From an optimization exercise on the open Yosys and OpenROAD flow, aimed at small area; shortcuts taken in it are not production practice.
Only simulation tests tie the RTL to the original design; equivalence was not proved.

Setup of the baseline:
==> flow/design.v <==
module ascon_permutation (
    input  logic [319:0] state_in,
    input  logic [3:0]   rc,
    output logic [319:0] state_out
);
function automatic [63:0] rot(input [63:0] x, input integer n);
    rot = (x >> n) | (x << (64 - n));
endfunction
logic [63:0] x0, x1, x2, x3, x4;
logic [63:0] a0, a1, a2, a3, a4;
logic [63:0] b0, b1, b2, b3, b4;
always_comb begin
    x0 = state_in[319:256];
    x1 = state_in[255:192];
    x2 = state_in[191:128] ^ {56'd0, ~rc, rc};
    x3 = state_in[127:64];
    x4 = state_in[63:0];
    a0 = x0 ^ x4;
    a4 = x4 ^ x3;
    a2 = x2 ^ x1;
    b0 = a0 ^ (~x1 & a2);
    b1 = x1 ^ (~a2 & x3);
    b2 = a2 ^ (~x3 & a4);
    b3 = x3 ^ (~a4 & a0);
    b4 = a4 ^ (~a0 & x1);
    b1 = b1 ^ b0;
    b0 = b0 ^ b4;
    b3 = b3 ^ b2;
    b2 = ~b2;
    state_out[319:256] = b0 ^ rot(b0, 19) ^ rot(b0, 28);
    state_out[255:192] = b1 ^ rot(b1, 61) ^ rot(b1, 39);
    state_out[191:128] = b2 ^ rot(b2, 1)  ^ rot(b2, 6);
    state_out[127:64]  = b3 ^ rot(b3, 10) ^ rot(b3, 17);
    state_out[63:0]    = b4 ^ rot(b4, 7)  ^ rot(b4, 41);
end
endmodule
module ascon_state_machine (
    input  logic       clk,
    input  logic       rst_n,
    input  logic       msg_start,
    input  logic       msg_last,
    output logic       run,         
    output logic [3:0] rc,
    output logic       absorb,      
    output logic       capture,     
    output logic       hash_ready
);
logic       start_prev;
logic [1:0] sq;
wire block_edge = msg_start & ~start_prev & ~run & ~hash_ready;
wire last_round = (rc == 4'd7);
always_ff @(posedge clk or negedge rst_n) begin
    if (!rst_n) begin
        start_prev <= 1'b0;
        run        <= 1'b0;
        rc         <= 4'd12;
        sq         <= 2'd0;
        hash_ready <= 1'b0;
    end else begin
        start_prev <= msg_start;
        if (run) begin
            rc <= last_round ? 4'd12 : rc + 4'd1;
            if (last_round) begin
                if (!msg_last) begin
                    run <= 1'b0;
                end else if (sq == 2'd3) begin
                    run        <= 1'b0;
                    hash_ready <= 1'b1;
                end else begin
                    sq <= sq + 2'd1;
                end
            end
        end else if (block_edge) begin
            run <= 1'b1;
        end
    end
end
assign absorb  = run & (rc == 4'd12) & (sq == 2'd0);
assign capture = run & (rc == 4'd12) & (sq != 2'd0);
endmodule
module ascon_statmachine_top (
    input logic clk,
    input logic rst_n,
    input logic [63:0] msg_in,
    input logic msg_start,
    input logic msg_last,
    output logic [0:255] hash_out,
    output wire hash_ready
);
localparam [319:0] INIT_STATE = 320'h6a7a78353667c5aac79a235d95b5ac4847cd172ccff3184fa1893074191cd8dc0033ab61e5b0cdbd;
logic [319:0] state;
logic [319:0] round_out;
logic [63:0]  h2, h1, h0;
logic         run, absorb, capture;
logic [3:0]   rc;
ascon_state_machine state_machine (
    .clk(clk),
    .rst_n(rst_n),
    .msg_start(msg_start),
    .msg_last(msg_last),
    .run(run),
    .rc(rc),
    .absorb(absorb),
    .capture(capture),
    .hash_ready(hash_ready)
);
ascon_permutation ascon_permutation (
    .state_in({state[319:256] ^ (msg_in & {64{absorb}}), state[255:0]}),
    .rc(rc),
    .state_out(round_out)
);
always_ff @(posedge clk) begin
    if (!rst_n)
        state <= INIT_STATE;
    else if (run)
        state <= round_out;
end
always_ff @(posedge clk) begin
    if (capture) begin
        h2 <= state[319:256];
        h1 <= h2;
        h0 <= h1;
    end
end
assign hash_out = {state[319:256], h2, h1, h0};
endmodule
export LEC_CHECK = 0
export CAP_MARGIN = 20
export CORE_MARGIN = 2
export CORE_UTILIZATION = 72
export SLEW_MARGIN = 20
create_clock -name core_clock -period 6.0 [get_ports {clk}]
standard.sh (not shown) runs the stock make flow with config.mk's settings and CLKGATE_MAP_FILE= SYNTH_SCRIPT=/design/flow/synth_recipe.tcl, a recipe that flattens the netlist after the stock synthesis.
==> flow/flow/run.sh <==
#!/bin/bash
# ORFS layout with area-oriented changes. Each tool's output goes to the ORFS
# logs under orfs/logs/ and the make output to synth_make.log / layout_make.log.
#  - synthesis: the standard synthesis script, unchanged except that ABC
#    maps for area (flow/area.abc) and full adders are not extracted first;
#    registers, flattening and renaming are as in the standard synthesis
#  - no timing repair at floorplan (REMOVE_ABC_BUFFERS)
#  - port buffers use the smallest buffer (buf_1) instead of clkdlybuf4s50_1
#  - CTS with clkbuf_16 buffers, large sink clusters and without dummy loads
set -euo pipefail
W=$(pwd)
ABC_SCRIPT="$W/flow/area.abc"
{
  head -n 1 "$W/synth_recipe.tcl"
  sed "s#^source \$::env(SCRIPTS_DIR)/synth_preamble.tcl\$#&\nlset abc_args 1 $ABC_SCRIPT#" "$FLOW_HOME/scripts/synth.tcl"
  tail -n +3 "$W/synth_recipe.tcl"
} > "$W/area_synth.tcl"
grep -q "lset abc_args 1" "$W/area_synth.tcl"
bash standard.sh SYNTH_SCRIPT="$W/area_synth.tcl" ADDER_MAP_FILE= synth > synth_make.log 2>&1
# no sizing pass on the unbuffered area-mapped netlist at floorplan; the
# placement-stage repair_design buffers the high-fanout nets instead
export REMOVE_ABC_BUFFERS=1
export BUFFER_PORTS_ARGS="-buffer_cell sky130_fd_sc_hd__buf_1"
export CTS_ARGS="-sink_clustering_enable -repair_clock_nets -dont_use_dummy_load -buf_list sky130_fd_sc_hd__clkbuf_16 -sink_clustering_size 24 -sink_clustering_max_diameter 120"
bash standard.sh > layout_make.log 2>&1
==> flow/flow/area.abc <==
&get -n
&st
&dch
&nf -R 1000
&put
### the baseline -> the candidate
- CORE_UTILIZATION changed from 72 to 70
==> flow/flow/run.sh <==
#!/bin/bash
# Standard ORFS layout with area-oriented tweaks:
#  - port buffers use the smallest buffer (buf_1) instead of clkdlybuf4s50_1
#  - CTS with small clock buffers and without dummy loads
set -euo pipefail
export BUFFER_PORTS_ARGS="-buffer_cell sky130_fd_sc_hd__buf_1"
export CTS_ARGS="-sink_clustering_enable -repair_clock_nets -dont_use_dummy_load -buf_list sky130_fd_sc_hd__clkbuf_8"
bash standard.sh > orfs_make.log 2>&1
removed: flow/flow/area.abc
## What came out
The baseline has lower H-tree level count than the candidate. Register-to-register setup slack ends up higher on the baseline. When the final numbers for the candidate and the baseline were put side by side, the number of vias per cell turned out to be smaller in the baseline. Fmax for the candidate: 2.5 MHz down relative to the baseline. When the candidate is measured against the baseline, its total via count in the routed design turns out about 17% higher.

-- separate check: timing with driven ports --
The flow's constraints put no driver on any port. The routed layouts listed below were extracted and timed again, unchanged, in two steps.
Step 1 (the two cells are an assumption about what drives the block):
set clk [get_ports {clk}]
set_driving_cell -lib_cell sky130_fd_sc_hd__clkbuf_16 $clk
set_driving_cell -lib_cell sky130_fd_sc_hd__buf_2 [delete_from_list [all_inputs] $clk]
Step 2 also shifts input and output timing later by t, the mid clock arrival at the registers, as if the neighbouring blocks saw the same clock.
Three values: ideal ports, drivers, drivers and shift; two values: the first two.
run | shift t [ns] | setup WS [ns] | hold WS [ns] | worst setup path at the end | clock arrival spread, ns
the baseline | 0.647 | 1.055 / 1.055 / 1.055 | 0.425 / 0.425 / 0.425 | register to register | 0.050 / 0.050
the candidate | 0.736 | 0.992 / 0.992 / 0.992 | 0.439 / 0.439 / 0.439 | register to register | 0.041 / 0.040
After both steps setup and hold are still met in every run listed.
